Source: an optimization exercise on an open RTL-to-GDS flow (aim: small area, a short achievable clock period and few clock cycles per item). Production flows keep margins and buffers that such runs may drop. No functional check of the RTL was part of any run shown here. No activity file was given, so power comes from the tool's default toggle rates.

==> flow/design.v <==
module top(clk, rst, start, i, socin1, socin2, socin3, socin4,
           socout1, socout2, socout3, socout4, outReady);
  input clk, rst, start, i;
  input socin1, socin2, socin3, socin4;
  output socout1, socout2, socout3, socout4;
  output reg outReady;
  reg [5:0] cnt;            
  reg [12:0] c;             
  reg [9:0]  tpos_lo;       
  reg [1:0]  tpos_hi;
  reg [1:0]  tcar;
  reg [12:0] tneg;          
  reg sh_c, sh_s, tpos_acc, tpos_fin, r_pre, r_it, r_init, qcol, t_init, t_acc;
  reg m_s, m_n, m_p, p_clr, horner, out_sh;
  wire [12:0] c_n  = sh_c ? {i, c[12:1]} : c;
  wire        ng   = c[12];
  wire        ng_n = c_n[12];
  wire [5:0] cnt_n = rst ? 6'd0 :
                     (cnt == 6'd0) ? {5'd0, start} :
                     (cnt == 6'd15 && !ng) ? 6'd24 :
                     (cnt == 6'd48) ? 6'd0 : cnt + 6'd1;
  wire pos15_n = (cnt_n == 6'd15) & !ng_n;
  always @(posedge clk) begin
    cnt      <= cnt_n;
    sh_c     <= (cnt_n >= 6'd2)  & (cnt_n <= 6'd14);
    sh_s     <= (cnt_n >= 6'd2)  & (cnt_n <= 6'd11);
    tpos_acc <= (cnt_n >= 6'd3)  & (cnt_n <= 6'd12);
    tpos_fin <= (cnt_n == 6'd12);
    r_pre    <= (cnt_n >= 6'd1)  & (cnt_n <= 6'd11);
    r_it     <= (((cnt_n >= 6'd12) & (cnt_n <= 6'd21)) & !pos15_n) |
                ((cnt_n >= 6'd24) & (cnt_n <= 6'd34));
    r_init   <= pos15_n | (cnt_n == 6'd23);
    qcol     <= (cnt_n >= 6'd13) & (cnt_n <= 6'd22);
    t_init   <= (cnt_n == 6'd12);
    t_acc    <= (cnt_n >= 6'd13) & (cnt_n <= 6'd22);
    m_s      <= (cnt_n >= 6'd12) & (cnt_n <= 6'd22) & !pos15_n;
    m_n      <= ng_n & (cnt_n >= 6'd23);
    m_p      <= !ng_n & (cnt_n >= 6'd15);
    p_clr    <= pos15_n | (cnt_n == 6'd23);
    horner   <= (cnt_n >= 6'd24) & (cnt_n <= 6'd35);
    out_sh   <= (cnt_n >= 6'd36) & (cnt_n <= 6'd47);
    outReady <= (cnt_n >= 6'd36) & (cnt_n <= 6'd47);
  end
  always @(posedge clk) c <= c_n;
  wire s24_1, s24_2, s24_3, s24_4;    
  wire q1, q2, q3, q4;                
  wire o1, o2, o3, o4;                
  wire [2:0] ssum = s24_1 + s24_2 + s24_3 + s24_4 + tcar;
  always @(posedge clk) begin
    if (r_pre & !tpos_acc) tcar <= 2'd0;
    else if (tpos_acc) begin
      tcar <= ssum[2:1];
      tpos_lo <= {ssum[0], tpos_lo[9:1]};
      if (tpos_fin) tpos_hi <= ssum[2:1];
    end
  end
  wire [2:0] pc  = q1 + q2 + q3 + q4;
  wire [2:0] pco = o1 + o2 + o3 + o4;
  always @(posedge clk) begin
    if (t_init) tneg <= {10'd0, pco};
    else if (t_acc) tneg <= {tneg[11:0], 1'b0} + pc;
  end
  wire [12:0] T = ({13{m_n}} & tneg) | ({13{m_p}} & {1'b0, tpos_hi, tpos_lo});
  UNIT u1(clk, socin1, sh_s, r_pre, r_it, r_init, qcol, m_s, p_clr, horner, out_sh, ng, c, T, s24_1, q1, o1, socout1);
  UNIT u2(clk, socin2, sh_s, r_pre, r_it, r_init, qcol, m_s, p_clr, horner, out_sh, ng, c, T, s24_2, q2, o2, socout2);
  UNIT u3(clk, socin3, sh_s, r_pre, r_it, r_init, qcol, m_s, p_clr, horner, out_sh, ng, c, T, s24_3, q3, o3, socout3);
  UNIT u4(clk, socin4, sh_s, r_pre, r_it, r_init, qcol, m_s, p_clr, horner, out_sh, ng, c, T, s24_4, q4, o4, socout4);
endmodule
module UNIT(clk, sin, sh_s, r_pre, r_it, r_init, qcol, m_s, p_clr, horner, out_sh, ng, c, T,
            s24, qr, one, out);
  input clk, sin, sh_s, r_pre, r_it, r_init, qcol, m_s, p_clr, horner, out_sh, ng;
  input [12:0] c;
  input [12:0] T;
  output s24, qr, one, out;
  reg [24:0] S;             
  reg [13:0] R;             
  wire [9:0] s  = S[24:15];
  wire       nz = |s;
  assign one = (s == 10'd1);
  assign s24 = S[24];
  assign out = S[11];
  wire q  = !R[13];                   
  assign qr = q & nz & !one;
  wire [12:0] M   = m_s ? {3'b000, s} : T;
  wire [10:0] w   = ng ? {one, S[9:0]} : {1'b0, s};
  wire [13:0] X   = r_init ? {3'b000, w} : {R[12:0], 1'b0};
  wire        sub = r_init | q;
  wire [13:0] Rn  = X + ({1'b0, M} ^ {14{sub}}) + sub;
  always @(posedge clk) begin
    if (r_pre) R <= 14'd1;
    else if (r_it | r_init) R <= Rn;
  end
  wire [13:0] lo = {1'b0, S[11:0], 1'b0} + (q ? {1'b0, c} : 14'd0);
  wire        sc = q & c[12];
  wire [11:0] hi = S[23:12] + {{11{sc & !lo[13]}}, sc ^ lo[13]};
  always @(posedge clk) begin
    if (sh_s) S[24:15] <= {sin, S[24:16]};
    else if (p_clr) S <= 25'd0;
    else if (qcol) S[9:0] <= {S[8:0], qr};
    else if (horner) S <= {hi, lo[12:0]};
    else if (out_sh) S <= {S[24], S[24:1]};
  end
endmodule
==> flow/run.sh <==
#!/bin/bash
# synth_recipe.tcl (not shown) runs the flow's synth.tcl, then flattens the netlist and writes it again
# the make line also repeats each setting of config.mk as NAME=value (left out here)
make -C /OpenROAD-flow-scripts/flow DESIGN_CONFIG=/design/flow/config.mk WORK_HOME=/design/flow/orfs CLKGATE_MAP_FILE= SYNTH_SCRIPT=/design/flow/synth_recipe.tcl finish
==> flow/config.mk <==
export PLATFORM = sky130hd
export DESIGN_NAME = top
export DESIGN_NICKNAME = top
export VERILOG_FILES = /design/flow/design.v
export SDC_FILE = /design/flow/constraint.sdc
export NUM_CORES = 4
export LEC_CHECK = 0
export CAP_MARGIN = 20
export CORE_MARGIN = 2
export CORE_UTILIZATION = 40
export PLACE_DENSITY = 0.6
export SETUP_SLACK_MARGIN = 2.8
export SLEW_MARGIN = 20
==> flow/constraint.sdc <==
create_clock -name core_clock -period 5.0 [get_ports {clk}]
set_input_delay 1.0000 -clock core_clock [delete_from_list [all_inputs] [get_ports {clk}]]
set_output_delay 1.0000 -clock core_clock [all_outputs]
set_load 0.01 [all_outputs]
==> results.txt, run 1 <==
- Across all register-to-register paths, the minimum setup slack is -120 ps.
- The cell depth of the worst min-delay path is 2.
- The number of different library cells in the post-synthesis netlist is just under 80.
- The critical path in this run is classified as reg2reg.
- Counting flops and latches in the post-synthesis netlist gives 215.
- In this run, CTS created clock tree buffers numbering 28.
- The number of enable-type register cells in the synthesized netlist is 127.
- The most numerous cell type found on the critical path is buf_4.
- The synthesized netlist occupies a cell area of 0.0171 mm^2.
- The area of all placed cells without fillers is 0.0242 mm^2.
- The most common flop cell mapped by yosys is edfxtp_1.
- Data on the critical path arrives at its endpoint at between 5000 and 6000 ps.
- For this block, the initial DRC count from the detailed router was 1253.
- The floorplan step set the die height to 211 um.
- In this run the most critical hold path is launched from u2.R[10].
- The post-route worst hold slack is 456 ps.
- For this design the top-level I/O count stands at 13.
- The number of antenna violations at the first check in global routing is 1.
- After synthesis, the mean cell area works out to 8.52 um^2.
- The endpoint kind of the worst setup timing path is a flop.
- The global-route usage over all layers is 0.248.
- Data on the critical path is required at its endpoint by 5270 ps.
- The clock latency on the worst-skew pair is between 500 and 600 ps.
- The worst setup path is launched from a flop.
- Dividing the final minimum period by the clock period gives 1.02.
- At the pin with the least slew margin, the transition time is approximately 1100 ps.
- The final weighted congestion of routability-driven global placement is 0.880.
- For this configuration, the core starts out at a cell density of 0.406.
- For this block, the via count after detailed routing is 16500.
- The count of final hold-check violations is 0.
- In this run the power density over the cells is 384 mW/mm^2.
- The clock tree root driver cell is clkbuf_16.
- The analysis attributes to cell leakage a power of 0.00977 uW.
- The clock drives 215 sinks.
- The minimum period implied by the final worst setup slack is 5120 ps.
- Once routing completed, OpenROAD measured the worst setup slack at -117 ps.
- The sequential-to-total area share from yosys stat is 0.326.
- The first TritonRoute pass finished after 5 iterations.
- The average routed wire per standard cell is 20.1 um.
- Dividing the detail-routed via count by the number of cells gives 5.69.
- The end of the worst register-to-register path is u3.S[17].
- The via count of the first global-routing pass is between 15000 and 20000.
- Detailed placement finished with a half-perimeter wire length of ~35000 um.
- The first global-routing pass estimated 87100 um of wire.
- IR analysis of the VDD net gives a maximum drop of 0.360 mV.
- The origin of the critical flop-to-flop path is c[1].
- The pre-CTS worst setup slack is -132 ps.
- In this design, the stage delay of the slowest critical-path cell is 410 ps.
- For this run, asynchronously set or reset flops after synthesis account for 0.
- The level count of the clock H-tree is 1.
- The total number of placement rows is 75.
- The tool flagged a number of max-cap violations equal to 0.
- Summed over all layers, the routed wires come to about 58000 um.
- Of all nets on the critical path, the largest fanout is 2.
- In this run, post-CTS hold repair placed 0 buffers.
- The final number of setup-violating endpoints is 9.
- Global routing finished with a remaining overflow of 0.
- Setup repair after global routing could not meet its margin everywhere.
- For the final database, setup skew stands at 12.7 ps.
- The overall power after layout is 9300 uW.
- The run did not pass the layout checks because of negative setup slack.
- The number of instances in the synthesized netlist is 2005.
- The number of pins with negative max-slew slack in the final report was 0.
- The die is 211 um wide.
- The fraction of final layout cells with drive strength greater than 1 is 0.351.
- Derived from the worst setup path, the maximum achievable clock frequency is ~200 MHz.
- In this run the cell area measured after placement is 0.0187 mm^2.
- The destination of the worst hold path is u2.R[10].
- The worst-case clock buffer depth is 3.
- After clock tree synthesis, the clock-pin slew on the worst setup and hold paths is ~60 ps.
- The number of input and output port buffers inserted is 12.
- The relative max-transition margin is 0.285.
- The floorplan step defined a die boundary enclosing 0.0444 mm^2.
- Entering global routing, the biggest net connects 93 pins.
- The number of antenna-violating nets in the routed design is 0.
- Counting every net in the synthesized netlist gives 2181.
- The core region is approximately 0.042 mm^2.
- For this run, the number of Yosys warnings is 2.
- The run finished, with violations left.
- The largest individual stage delay along the critical path comes from the cell edfxtp_1.
- The min-delay analysis places its worst path in the category reg2reg.
- The logic depth of the worst register-to-register path is 33.
- Relative to the synthesized area, the layout overhead comes to 41.6%.
- For this run, design rule violations remaining after detail routing come to 0.
- The clock tree from TritonCTS is done.
- The net count of the finished layout is 2513.
placed cells by master (no fill, tap or decap), types with 49 or more instances in the layout:
| cell type | n |
|---|---|
| buf_4 | 252 |
| dfxtp_1 | 74 |
| buf_6 | 103 |
| nor2b_1 | 54 |
| mux2i_1 | 49 |
| ha_1 | 118 |
| inv_1 | 107 |
| a21oi_1 | 150 |
| a21oi_2 | 94 |
| nand2_1 | 169 |
| xnor2_1 | 98 |
| edfxtp_1 | 127 |
| nor2_1 | 225 |
critical path: cells and delay by family, from the launching register on:
kind	cells	cell delay (ps)
fa+ha+maj	5	1160
simple gates	3	320
flops	1	410
compound gates	12	1660
buf+inv	13	1270
cell usage after synthesis (60+ instances only):
cell type	instances	area, um^2
nor2_1	240	901
ha_1	150	1880
nor2b_1	70	438
mux2i_1	60	601
o21ai_0	82	410
nand2_1	177	664
clkbuf_1	68	255
xnor2_1	126	1100
edfxtp_1	127	3810
inv_1	119	447
dfxtp_1	88	1760
a21oi_1	253	1270
kinds of logic after synthesis:
kind of cell,Yosys count,share of synthesized area
XOR/XNOR,158,0.0810
AND/OR/NAND/NOR,634,0.173
buffers and inverters,215,0.0478
AO/OA/AOI/OAI,543,0.198
adder cells (fa/ha/maj),168,0.131
flip-flops,215,0.326
multiplexers,72,0.0433
registers in the layout, indices dropped and copies added (netlist names), 2 cells and up:
name,count
cnt,6
tneg,13
u1.R,14
u2.R,14
c,13
tpos_lo,10
u3.S,25
u2.S,25
u4.R,14
tcar,2
tpos_hi,2
u3.R,14
u4.S,25
u1.S,25
routing by layer:
| metal | global-route usage | share of wire | up-vias | routed length [um] |
|---|---|---|---|---|
| met1 | 0.313 | 0.43 | 8090 | 24800 |
| li1 | - | - | 7745 | - |
| met4 | 0.0884 | 0.037 | 0 | 2180 |
| met3 | 0.0297 | 0.049 | 133 | 2830 |
| met5 | 0 | 0 | - | 0 |
| met2 | 0.436 | 0.49 | 512 | 28400 |
where the power goes:
group	leakage, uW	switching [uW]	internal, uW	total [uW]
Sequential	0.00186	82.1	1910	1990
Combinational	0.00748	2480	2880	5360
Clock	0.000426	800	1150	1950
what timing repair did:
item / in CTS / in global routing
hold endpoints to repair: 0 / 0
buffers inserted: 219 / 108
resized for setup: 192 / 230
setup endpoints to repair: 267 / 237
gates cloned: 2 / 0
pin swaps: 169 / 207
area by class of cell:
| type | instances | area (um^2) |
|---|---|---|
| fillers | 3529 | 17800 |
| multi-input cells | 1575 | 12800 |
| flip-flops and latches | 215 | 5620 |
| repair buffers | 397 | 3740 |
| clock buffers | 46 | 851 |
| well taps | 539 | 674 |
| inverters | 120 | 454 |
| clock inverters | 4 | 18.8 |
| diodes | 2 | 5.00 |
through the flow:
stage | utilization | std cells | TNS [ps]
global placement | 0.444 | 2516 | -10.3
global route | 0.576 | 2897 | -4540
detailed placement | 0.444 | 2516 | -258
floorplan | - | 2005 | 0
finish | 0.576 | 2898 | -621
CTS | 0.529 | 2787 | -5.94
worst max path at each step:
stage	startpoint	to	slack (ps)	cells past startpoint
after floorplan	u1.R[13]	u1.S[23]	320	30
after global placement	c[1]	u2.S[23]	-10	29
after detailed placement	c[1]	u2.S[23]	-130	29
after CTS	c[1]	u2.S[23]	-6	29
after global routing	c[1]	u2.S[23]	-450	30
final	c[1]	u3.S[17]	-120	33
==> run 2, diff against run 1 <==
--- a/flow/config.mk
+++ b/flow/config.mk
@@ -11,3 +11,3 @@
 export PLACE_DENSITY = 0.6
-export SETUP_SLACK_MARGIN = 2.8
+export SETUP_SLACK_MARGIN = 2.4
 export SLEW_MARGIN = 20
==> results.txt, run 2 <==
- The standby leakage power is slightly below 0.01 uW.
- For the pin with the worst max-slew slack, the measured transition is 1100 ps.
- The number of clock buffers added by TritonCTS is 27.
- Routability-driven placement finished with a final weighted congestion of between 0.8 and 0.9.
- The sequential-to-total area share from yosys stat is 0.326.
- For this run, the slowest stage of the critical path takes 420 ps.
- The startpoint identified for the worst register-to-register timing path is c[1].
- By count the netlist is led by 253 x a21oi_1, 240 x nor2_1, 177 x nand2_1.
- The global-route usage over all layers is 0.244.
- For this design, the CTS-stage hold fixing added 0 buffers.
- The area fraction of the dominant cell type after synthesis is 0.223.
- The upper clock frequency limit is 197 MHz.
- The synthesized design contains 127 enable-type register cells.
- The wire length reported by the detailed router is 58200 um.
- The peak fanout along the critical path is 3.
- The standard cell core area is 0.0420 mm^2.
- In the layout the commonest cells are 238 x buf_4, 231 x nor2_1, 170 x nand2_1.
- The via count of the first global-routing pass is 15600.
- The layout checks failed on negative setup slack.
- In this run the horizontal extent of the chip is around 210 um.
- The net count of the finished layout is between 2000 and 3000.
- The die span in y is 211 um.
- Input and output buffers added on the ports amount to 12.
- The number of primary I/O pins is 13.
- The hold path startpoint is u2.R[10].
- The total global routing overflow is 0.
- The most critical setup path has its startpoint at c[1].
- The initial core utilization is 0.406.
- The power per cell area is 408 mW/mm^2.
- The flow ran to the end, but the layout failed its checks.
- The minimum period implied by the final worst setup slack is 5080 ps.
- The warning count from the yosys run is 2.
- When the netlist entered floorplanning its net count stood at 2181.
- Once routing completed, OpenROAD measured the worst setup slack at -81.4 ps.
- The most common cell in the synthesized netlist is a21oi_1.
- The relative max-transition margin is 0.264.
- The clock arrives with 23.7 ps of skew.
- 0 antenna diodes ended up in the layout.
- Of the cells placed in the final design, the portion with a size suffix greater than 1 is 0.351.
- The growth of design area from synthesis to finish is 42.1%.
- The slowest stage of the critical path belongs to the cell edfxtp_1.
- The number of antenna violations at the first check in global routing is 0.
- Dividing the detail-routed via count by the number of cells gives 5.66.
- For this run, the leading register cell type out of synthesis is edfxtp_1.
- After detailed routing, the average wire length per cell comes to roughly 20 um.
- After synthesis, the netlist uses 77 different library cells.
- Data on the critical path is required at its endpoint by 5380 ps.
- The class of the most critical hold timing path is reg2reg.
- The floorplan step defined a die boundary enclosing 0.0444 mm^2.
- The final routed DRC violation total is 0.
- The element type at the critical path start is a flop.
- The overall power after layout is 9900 uW.
- The worst supply voltage drop on vdd is 0.239 mV.
- In this run the mean area of a mapped cell was 8.52 um^2.
- The endpoint kind of the worst setup timing path is a flop.
- For this block, the initial DRC count from the detailed router was 1326.
- The post-synthesis sequential element count is 215.
- The number of max-cap violations is 0.
- The cell accounting for the most synthesized area is edfxtp_1.
- The worst setup path is of the reg2reg kind.
- The clock tree root driver cell is clkbuf_16.
- In this design, the critical path's most frequently occurring cell is buf_4.
- Once layout is done, the placed cells without fillers occupy 0.0243 mm^2.
- The final number of setup-violating endpoints is 3.
- The number of antenna-violating nets in the routed design is 0.
- In this run the cell area of the synthesized design comes to 0.0171 mm^2.
- The share of the cycle needed by the critical path after routing is 1.02.
- Including well taps, the total number of placed cells is approximately 2500.
- The clock reaches the later pin of the worst-skew pair after 570 ps.
- The number of sinks handled by clock tree synthesis is 215.
- Summing over every cut layer, the via total after detailed routing is about 16000.
- The filler-free cell count of the finished design is between 2000 and 3000.
- The leading cell type in the layout, fill and taps excluded is buf_4.
- The count of final hold-check violations came to 0.
- The first-pass GRT wire length is 86000 um.
- The fraction of registers with async set/reset is 0.
- In this run the cell area measured after placement is around 0.019 mm^2.
- The clock passes through at most 3 buffers.
- CTS built an H-tree with a depth of 1.
- At the worst endpoint, the arrival time is 5460 ps.
- The number of pins with negative max-slew slack in the final report is 0.
- Setup repair after global routing could not meet its margin everywhere.
- The half-perimeter wire length of the detailed placement result is between 30000 and 40000 um.
- The clock-pin slew on the worst setup and hold paths is 60 ps.
- The number of iterations in the first detailed-routing pass is 5.
- On the final layout, the worst hold slack is 452 ps.
- Synthesis produced 2005 cells.
- After floorplanning, the core was divided into 75 placement rows.
- Sorting the synthesized cells by area gives the leading types as edfxtp_1 22%, ha_1 11%, dfxtp_1 10%, a21oi_1 7.4%, xnor2_1 6.5%.
- The pin count of the biggest net entering global routing is 76.
- At the end of the flow the core is filled with cells to 0.578.
- TritonCTS built the clock tree.
## run 2: cell counts after synthesis
Identical to the previous run, type by type.
## run 2: worst paths after layout
check,cells after the start,end,slack [ps]
worst min-delay path,2,u2.R[10],450
worst max register to register,30,u4.S[19],-80
worst max-delay path,30,u4.S[19],-80
worst min register to register,2,u2.R[10],450
## run 2: power by group
group | internal (uW) | switching (uW) | leakage, uW | total (uW)
Sequential | 1910 | 78.8 | 0.00186 | 1990
Clock | 1240 | 834 | 0.000452 | 2080
Combinational | 3200 | 2640 | 0.00752 | 5830
Total | 6350 | 3550 | 0.00983 | 9900
## run 2: final cells by class
class	instances	area, um^2
flip-flops and latches	215	5610
multi-input cells	1575	12700
clock buffers	35	737
fillers	3398	17800
inverters	120	454
well taps	539	674
clock inverters	15	180
repair buffers	407	3900
## run 2: kinds of logic (layout without fill, tap and decap cells)
kind of cell,Yosys count,in the layout,synth area share
adder cells (fa/ha/maj),168,168,0.131
multiplexers,72,72,0.0433
AO/OA/AOI/OAI,543,543,0.198
flip-flops,215,215,0.326
buffers and inverters,215,577,0.0478
XOR/XNOR,158,158,0.0810
AND/OR/NAND/NOR,634,634,0.173
## run 2: routing by layer
layer | global-route usage | wire length [um]
met1 | 0.325 | 25100
met2 | 0.411 | 27700
met3 | 0.0287 | 3350
met4 | 0.0847 | 2080
met5 | 0 | 0
## run 2: timing repair
action | CTS | global route
endpoints found under the setup margin | 229 | 161
resized for setup | 178 | 262
pin swaps | 164 | 222
buffers inserted | 247 | 96
gates cloned | 3 | 0
## run 2: through the flow
step | setup WS, ps | setup TNS (ps)
2_1_floorplan | 316 | 0
3_3_place_gp | 30.3 | 0
3_5_place_dp | -159 | -240
4_1_cts | -48.3 | -85.8
5_1_grt | -372 | -2050
6_report | -81.4 | -227
## run 2: worst max-delay path, delay by kind of cell, from the launching register on
| kind | cells | cell delay, ps |
|---|---|---|
| and+or+nand+nor | 5 | 480 |
| AOI/OAI and AO/OA | 13 | 1960 |
| buffers and inverters | 7 | 710 |
| DFF | 1 | 420 |
| adders and majority gates | 5 | 1320 |
==> run 3, diff against run 2 <==
--- a/flow/design.v
+++ b/flow/design.v
@@ -92,5 +92,3 @@
   end
-  wire [13:0] lo = {1'b0, S[11:0], 1'b0} + (q ? {1'b0, c} : 14'd0);
-  wire        sc = q & c[12];
-  wire [11:0] hi = S[23:12] + {{11{sc & !lo[13]}}, sc ^ lo[13]};
+  wire [24:0] H = {S[23:0], 1'b0} + (q ? {{12{c[12]}}, c} : 25'd0);
   always @(posedge clk) begin
@@ -99,3 +97,3 @@
     else if (qcol) S[9:0] <= {S[8:0], qr};
-    else if (horner) S <= {hi, lo[12:0]};
+    else if (horner) S <= H;
     else if (out_sh) S <= {S[24], S[24:1]};
==> results.txt, run 3 <==
- The flow ran to the end and the layout has no timing, DRC or antenna violations.
- The path class of the tightest hold or removal check is reg2reg.
- The share of the cycle needed by the critical path after routing is 0.672.
- The cell count after synthesis came out at 2168.
- After synthesis, the share of flip-flops with an asynchronous set or reset is 0.
- Clock-pin slew was measured on the worst setup and hold paths at 60 ps.
- The post-synthesis sequential element count is 215.
- STA classifies the critical path startpoint as a flop.
- The data required time at the worst endpoint is ~5500 ps.
- The final route contains about 17000 vias.
- Timing would allow up to 298 MHz.
- Clock tree synthesis inserted a total of 28 buffers.
- The compound-cell area share of the yosys netlist came to 0.222.
- By area the synthesized netlist is led by edfxtp_1 21%, ha_1 10%, dfxtp_1 9.7%, a21oi_1 7.2%, xnor2_1 5.3%.
- The total nets after synthesis is 2336.
- The part of the power in the clock network is 0.298.
- The die is 217 um wide.
- The setup clock skew after layout is 29.8 ps.
- The filler-free cell count of the finished design is between 2000 and 3000.
- The synthesized cell area is ~0.018 mm^2.
- For this run, the register share of the synthesized area comes to 0.308.
- At the worst endpoint, the arrival time is ~3900 ps.
- The number of input and output port buffers inserted is 12.
- The worst setup path is captured at a flop.
- The analysis attributes to cell leakage a power of 0.00956 uW.
- The number of different library cells in the post-synthesis netlist is 86.
- The most frequent cell after synthesis is a21oi_1.
- The minimum period implied by the final worst setup slack is 3360 ps.
- The switching fraction of total power is 0.355.
- By area, the combinational part of the netlist is dominated by compound AO/OA/AOI/OAI gates.
- The switching power is 2700 uW.
- The synthesized design contains ~130 enable-type register cells.
- After detailed routing, the met2 layer carries 28400 um of wire.
- The hold buffer count at cts is 0.
- The worst supply voltage drop on vdd is approximately 0.31 mV.
- The first-pass GRT wire length is 90700 um.
- In this run the number of H-tree levels came out at 1.
- The most common cell type on the critical path is a21o_1.
- The cell accounting for the most synthesized area is edfxtp_1.
- The peak fanout along the critical path is 8.
- The portion of synthesized area spent on multiplexers is 0.0411.
- Global routing finished with a remaining overflow of 0.
- The clock tree from TritonCTS is done.
- Setup repair after global routing could not meet its margin everywhere.
- The final number of setup-violating endpoints is 0.
- The uppermost layer routed is met4.
- The die span in y is 217 um.
- The number of antenna-violating nets in the routed design is 0.
- The final weighted congestion of routability-driven global placement is ~0.88.
- The share of total power dissipated in combinational logic is 0.445.
- The count of final hold-check violations is 0.
- The first-iteration detailed-routing DRC count is 1509.
- For this run, the total global-route usage over all layers was measured as 0.243.
- The number of antenna violations at the first check in global routing is 1.
- In the routed design, unresolved DRC markers number 0.
- After detailed routing, the wire length on met1 is 25900 um.
- The share of synthesized area in the top cell type comes to 0.210.
- Wires add up to 60300 um.
- The pin count of the biggest net entering global routing is 84.
- Across all setup checks in the final design, the least slack found is around 1600 ps.
- Of the total synthesized cell area, the portion taken by XOR and XNOR cells is 0.0797.
- The worst pin sits at a relative slew slack of 0.188.
- The design draws around 7600 uW.
- The longest clock path from root to sink contains 3 buffers.
- The via count of the first global-routing pass came to 16600.
- The half-perimeter wire length of the detailed placement result is 39000 um.
- The average routed wire per standard cell is between 20 and 25 um.
- The Yosys step of the flow raised 2 warnings.
- The total die area is 0.0470 mm^2.
- Cell internal power was estimated by the tool at slightly below 5000 uW.
- The end-of-flow core utilization is 0.530.
- The library cell contributing the largest single delay on the critical path is dfxtp_4.
- On the worst path, the slowest cell contributes a delay of 410 ps.
- Clock tree synthesis found a total of between 200 and 250 sinks.
- After the last flow step, the layout net total stands at 2534.
- Prior to clock tree synthesis, the placed netlist has a worst setup slack of 1210 ps.
- The average cell area after synthesis is roughly 8.4 um^2.
- Max-cap violations in this run came to 0.
- The family with the most delay on the worst path is compound AO/OA/AOI/OAI gates.
- The number of primary I/O pins is 13.
- The mean number of vias per cell is 5.80.
- Leaving out fill and tap cells, the most frequent cell in the layout is nor2_1.
- The number of pins with negative max-slew slack in the final report is 0.
- The critical path is of the reg2reg type.
- The growth of design area from synthesis to finish is 31.9%.
- The standard cell core area is about 0.045 mm^2.
- The simple-gate area share of the yosys netlist is 0.190.
- The initial core utilization is 0.402.
- The cell count after placement is about 2700.
- The routed wire length on met3 is 3510 um.
- The number of iterations in the first detailed-routing pass is 6.
- The relative contribution of sequential cells to total power is 0.257.
- Traced cell by cell, the critical path runs through buf_6, a221oi_4, a21oi_1, xnor2_1, ha_1, a21o_1, a21o_1, a32o_1, a311oi_2, o41ai_2, a21o_1, a21oi_4, nand3b_1, a21o_1, a41oi_2.
- The clock tree root driver cell is clkbuf_16.
- Dividing total power by cell area gives a power density of 318 mW/mm^2.
- In the layout the commonest cells are 218 x nor2_1, 204 x a21oi_1, 179 x buf_4.
- Counting both buffers and inverters, the worst setup path holds a total of 1.
- Ranked by instance count, the synthesized netlist is headed by 261 x a21oi_1, 234 x nor2_1, 172 x nand2_1.
- In this run the core area contains a little under 80 standard-cell rows.
- Among all flip-flop cells after synthesis, the most frequent one is edfxtp_1.
- The worst-margin pin slew is 1220 ps.
- The clock latency on the worst-skew pair is about 600 ps.
- Of the cells placed in the final design, the portion with a size suffix greater than 1 is 0.272.
- The adder and majority gate portion of the synthesized area is 0.116.
- Setup total negative slack on the finished layout was measured at 0 ps.
-- run 3: cell count changes after synthesis, sizes merged, moves of 18 or more --
cell    before  now
nand2b      12   32
a211oi      24   42
nor2b       70   93
o21bai      28    8
o21ai       85  115
a21o        43   62
xor2        32   56
-- run 3: worst paths after layout --
kind | startpoint | to | slack, ps | cells past startpoint
worst max register to register | m_n | u3.R[13] | 1640 | 15
worst min register to register | u2.R[11] | u2.R[11] | 450 | 2
worst min-delay path | u2.R[11] | u2.R[11] | 450 | 2
worst max-delay path | m_n | u3.R[13] | 1640 | 15
-- run 3: worst register-to-register path, cell delays in order, from the launching register on --
cell and delay (ps):
dfxtp_4 410, buf_6 160, a221oi_4 380, a21oi_1 100, xnor2_1 140, ha_1 270
a21o_1 200, a21o_1 190, a32o_1 210, a311oi_2 230, o41ai_2 120, a21o_1 210
a21oi_4 210, nand3b_1 110, a21o_1 210, a41oi_2 110
-- run 3: layout make-up --
class / instances / area, um^2
antenna: 1 / 2.50
clock buffer: 35 / 790
clock inverter: 17 / 241
fill: 4077 / 21200
inverter: 104 / 393
multi-input combinational: 1746 / 13600
sequential: 215 / 5620
tap: 600 / 751
timing repair buffer: 271 / 2500
-- run 3: routing by layer --
layer,track usage,up-vias
li1,-,8190
met1,0.322,8434
met2,0.409,558
met3,0.0277,145
met4,0.0865,0
met5,0,-
-- run 3: timing repair --
item | in CTS | in global routing
setup endpoints to repair | 173 | 137
buffers inserted | 156 | 67
pin swaps | 165 | 148
gates resized for setup | 190 | 163
cloned | 3 | 1
-- run 3: stage by stage --
| stage | hold slack [ps] | instance area, um^2 |
|---|---|---|
| after floorplan | 427 | 19000 |
| after global placement | 436 | 19400 |
| after global routing | 471 | 23900 |
| final | 449 | 23900 |
| after detailed placement | 443 | 19400 |
| after CTS | 451 | 22600 |
-- run 3: cell families (layout without fill, tap and decap cells) --
family          count (synthesis)  after routing
buf+inv                       208            427
fa+ha+maj                     160            160
flops                         215            215
mux                            74             74
other cells                     0              1
compound gates                632            633
simple gates                  714            714
xor+xnor                      165            165
-- run 3: power by group through the flow --
stage | logic, uW | registers, uW | clock network (uW)
CTS | 3100 | 1950 | 2300
global placement | 2460 | 2010 | 0
global route | 3630 | 1960 | 2350
finish | 3380 | 1960 | 2260
detailed placement | 2480 | 2010 | 0
floorplan | 2130 | 1960 | 0
==> run 4, diff against run 3 <==
--- a/flow/config.mk
+++ b/flow/config.mk
@@ -11,3 +11,3 @@
 export PLACE_DENSITY = 0.6
-export SETUP_SLACK_MARGIN = 2.4
+export SETUP_SLACK_MARGIN = 2.8
 export SLEW_MARGIN = 20
==> results.txt, run 4 <==
- Measured along the y axis, the die boundary spans 217 um.
- After detailed routing, the number of remaining DRC violations is 0.
- The share of the cycle needed by the critical path after routing is 0.677.
- The worst path meets setup with 1620 ps of slack.
- The number of pins with negative max-slew slack in the final report is 0.
- Setup violations remaining at the end of the flow were counted as 0.
- Including well taps, the total number of placed cells is 2697.
- The level count of the clock H-tree is 1.
- The cell accounting for the most synthesized area is edfxtp_1.
- Setup repair after global routing could not meet its margin everywhere.
- The number of input and output port buffers inserted is 12.
- The total nets after synthesis is 2336.
- The clock-pin slew on the worst setup and hold paths is 60 ps.
- In the post-synthesis netlist, the biggest area contributors are edfxtp_1 21%, ha_1 10%, dfxtp_1 9.7%, a21oi_1 7.2%, xnor2_1 5.3%.
- The hold buffer count at cts is 0.
- The width of the die is 217 um.
- The synthesized cell area is 0.0181 mm^2.
- IR analysis of the VDD net gives a maximum drop of 0.328 mV.
- The number of iterations in the first detailed-routing pass is 5.
- The smallest clock period supported by the final layout is computed as 3380 ps.
- The sequential-to-total area share from yosys stat is 0.308.
- Detailed routing inserted a total of 17600 vias.
- The standby leakage power is 0.00977 uW.
- For the pin with the worst max-slew slack, the measured transition is 996 ps.
- Of the post-synthesis cell area, the part taken by muxes is 0.0411.
- Entering global routing, the biggest net connects around 80 pins.
- For this block, the routed nets add up to 61800 um of wire.
- The detail route stage leaves a number of antenna-violating nets equal to 0.
- The initial utilization of the core area, before any placement, comes to 0.402.
- Prior to clock tree synthesis, the placed netlist has a worst setup slack of 1090 ps.
- The filler-free cell count of the finished design is 3014.
- The mean number of vias per cell is 5.82.
- TritonCTS built the clock tree.
- The count of final hold-check violations came to 0.
- The floorplan step defined a core boundary enclosing 0.0451 mm^2.
- The number of sinks handled by clock tree synthesis is 215.
- The element type at the critical path start is a flop.
- The worst setup path is captured at a flop.
- For this run, asynchronously set or reset flops after synthesis account for 0.
- In the final layout, the share of cells above drive strength 1 is 0.315.
- Across the run, the number of max-cap violations was 0.
- The compound-cell area share of the yosys netlist is 0.222.
- The number of enable-type register cells in the synthesized netlist is 127.
- Dividing the detail-routed wire length by the instance count gives slightly above 20 um.
- In this run the tightest slew margin relative to its limit is 0.335.
- The growth of design area from synthesis to finish is 36.2%.
- The critical path arrival is 3810 ps.
- TritonCTS created 29 clock buffers.
- The net count of the finished layout is 2559.
- The congestion estimate from routability-driven global placement came to 0.862.
- The total number of placement rows is 78.
- The leading cell type in the layout, fill and taps excluded is nor2_1.
- By count the netlist is led by 261 x a21oi_1, 234 x nor2_1, 172 x nand2_1.
- The via count of the first global-routing pass is roughly 17000.
- The final sum of negative setup slack is 0 ps.
- The warning count from the yosys run is 2.
- The total die area is approximately 0.047 mm^2.
- The number of different library cells in the post-synthesis netlist is 86.
- The class of the most critical hold timing path is reg2reg.
- The share of synthesized area in the top cell type comes to 0.210.
- The first-pass GRT wire length is 93800 um.
- In the global route stage, overall resource usage came out at 0.250.
- The setup clock skew after layout is roughly 28 ps.
- The detailed router finished its first iteration with 1444 violations.
- The post-synthesis sequential element count is 215.
- By instance count, the leading cell after synthesis is a21oi_1.
- During I/O placement, the number of pins put on the boundary was 13.
- The tree is rooted in a clkbuf_16.
- Of all nets on the critical path, the largest fanout is 6.
- The number of antenna cells inserted is 0.
- The worst-case clock buffer depth is 3.
- In the layout the commonest cells are 216 x nor2_1, 186 x a21oi_1, 174 x buf_4.
- The number of antenna violations at the first check in global routing is 0.
- The xor and xnor fraction of the mapped netlist area is 0.0797.
- In this run the power density over the cells is ~310 mW/mm^2.
- The run finished with no timing, DRC or antenna violations.
- The simple-gate area share of the yosys netlist is 0.190.
- For this run the aggregate overflow at the end of global routing stands at 0.
- At the worst endpoint, the required time is 5430 ps.
- The number of instances in the synthesized netlist is 2168.
- The average cell area after synthesis is around 8.4 um^2.
- The setup path with the least slack is of type reg2reg.
- The upper clock frequency limit is 295 MHz.
- The most common flop cell mapped by yosys is edfxtp_1.
- Of the total synthesized cell area, the portion taken by full adders, half adders and majority gates is 0.116.
- Detailed placement ended at an HPWL of 38200 um.
- For the worst-skew pair, the clock arrives at the later sink with an insertion delay of 600 ps.
- The dominant combinational cell family by area after synthesis is compound AO/OA/AOI/OAI gates.
## run 4: cell count changes in the layout (fill, tap and decap cells not counted), sizes merged, moves of 2 or more
cell,before,now
clkinvlp,0,4
dlygate4sd2,2,0
buf,257,285
clkdlybuf4s50,9,7
clkbuf,36,33
clkdlybuf4s15,0,2
## run 4: layout make-up
class	count	area, um^2
inverters	104	390
clock buffers	33	741
fillers	3865	20400
clock inverters	21	253
well taps	600	751
multi-input cells	1745	14100
flip-flops and latches	215	5620
repair buffers	296	2810
## run 4: worst max-delay path, cell delays in order (launching register included)
cell and delay (ps):
dfxtp_4 390, buf_4 150, a221oi_4 410, a21oi_2 70, xnor2_1 150, ha_1 360
a21o_1 190, a21o_1 190, a32o_1 220, a311oi_2 260, o41ai_2 100, a21o_1 190
a21oi_4 180, mux2i_1 230, a41oi_2 120
## run 4: logic make-up after synthesis
family                   after synthesis
adder cells (fa/ha/maj)              160
buffers and inverters                208
XOR/XNOR                             165
AO/OA/AOI/OAI                        632
multiplexers                          74
AND/OR/NAND/NOR                      714
flip-flops                           215
## run 4: timing repair
| item | CTS | global route |
|---|---|---|
| cloned | 2 | 0 |
| resized for setup | 307 | 215 |
| pin swaps | 220 | 163 |
| buffers inserted | 198 | 63 |
| setup endpoints to repair | 260 | 178 |
## run 4: path summary, 6_finish.rpt
path                                from        to  slack, ps  depth (start not counted)
worst min register to register  u4.R[10]  u4.R[10]        450                          2
worst max-delay path                 m_n  u3.R[13]       1620                         14
worst min-delay path            u4.R[10]  u4.R[10]        450                          2
worst max register to register       m_n  u3.R[13]       1620                         14
## run 4: layer usage
layer	global-route usage	up-vias	part of all wire
li1	-	8238	-
met1	0.316	8557	0.41
met2	0.433	593	0.48
met3	0.0363	167	0.060
met4	0.0900	0	0.043
met5	0	-	0
## run 4: report_power, final
group | internal (uW) | total (uW) | switching, uW | leakage, uW
Clock | 1320 | 2220 | 893 | 0.000475
Combinational | 1670 | 3450 | 1780 | 0.00743
Sequential | 1900 | 1950 | 58.5 | 0.00187
## run 4: through the flow
| stage | total power (uW) | hold WS (ps) | util | instance area (um^2) |
|---|---|---|---|---|
| after global routing | 7980 | 477 | 0.548 | 24700 |
| final | 7620 | 450 | 0.548 | 24700 |
| after global placement | 4440 | 436 | 0.428 | 19300 |
| after detailed placement | 4480 | 441 | 0.428 | 19300 |
| after CTS | 7320 | 453 | 0.516 | 23300 |
| after floorplan | 4070 | 427 | - | 18900 |

separate check: timing with driven ports:
Ports are ideal in the flow. The routed layouts listed here were re-timed in OpenROAD.
Step 1: set_driving_cell puts a clkbuf_16 on clk and a buf_2 on each other input, an assumption about the parent block.
Step 2, shift: input delay + t, output delay - t, t = (earliest + latest rising clock arrival at the registers) / 2. This alone moves slack from input paths to output paths.
a / b / c = no drivers / after step 1 / after step 2; a / b = the first two.
run	t (ns)	setup slack, ns	hold slack, ns	worst setup path after step 2	clock arrival spread, ns
run 1	0.611	-0.117 / -0.117 / -0.117	0.456 / 0.456 / 0.456	register to register	0.012 / 0.013
run 2	0.609	-0.081 / -0.081 / -0.081	0.452 / 0.452 / 0.452	register to register	0.024 / 0.023
run 3	0.639	1.639 / 1.639 / 1.639	0.449 / 0.449 / 0.449	register to register	0.030 / 0.030
run 4	0.638	1.615 / 1.615 / 1.615	0.450 / 0.450 / 0.450	register to register	0.028 / 0.028
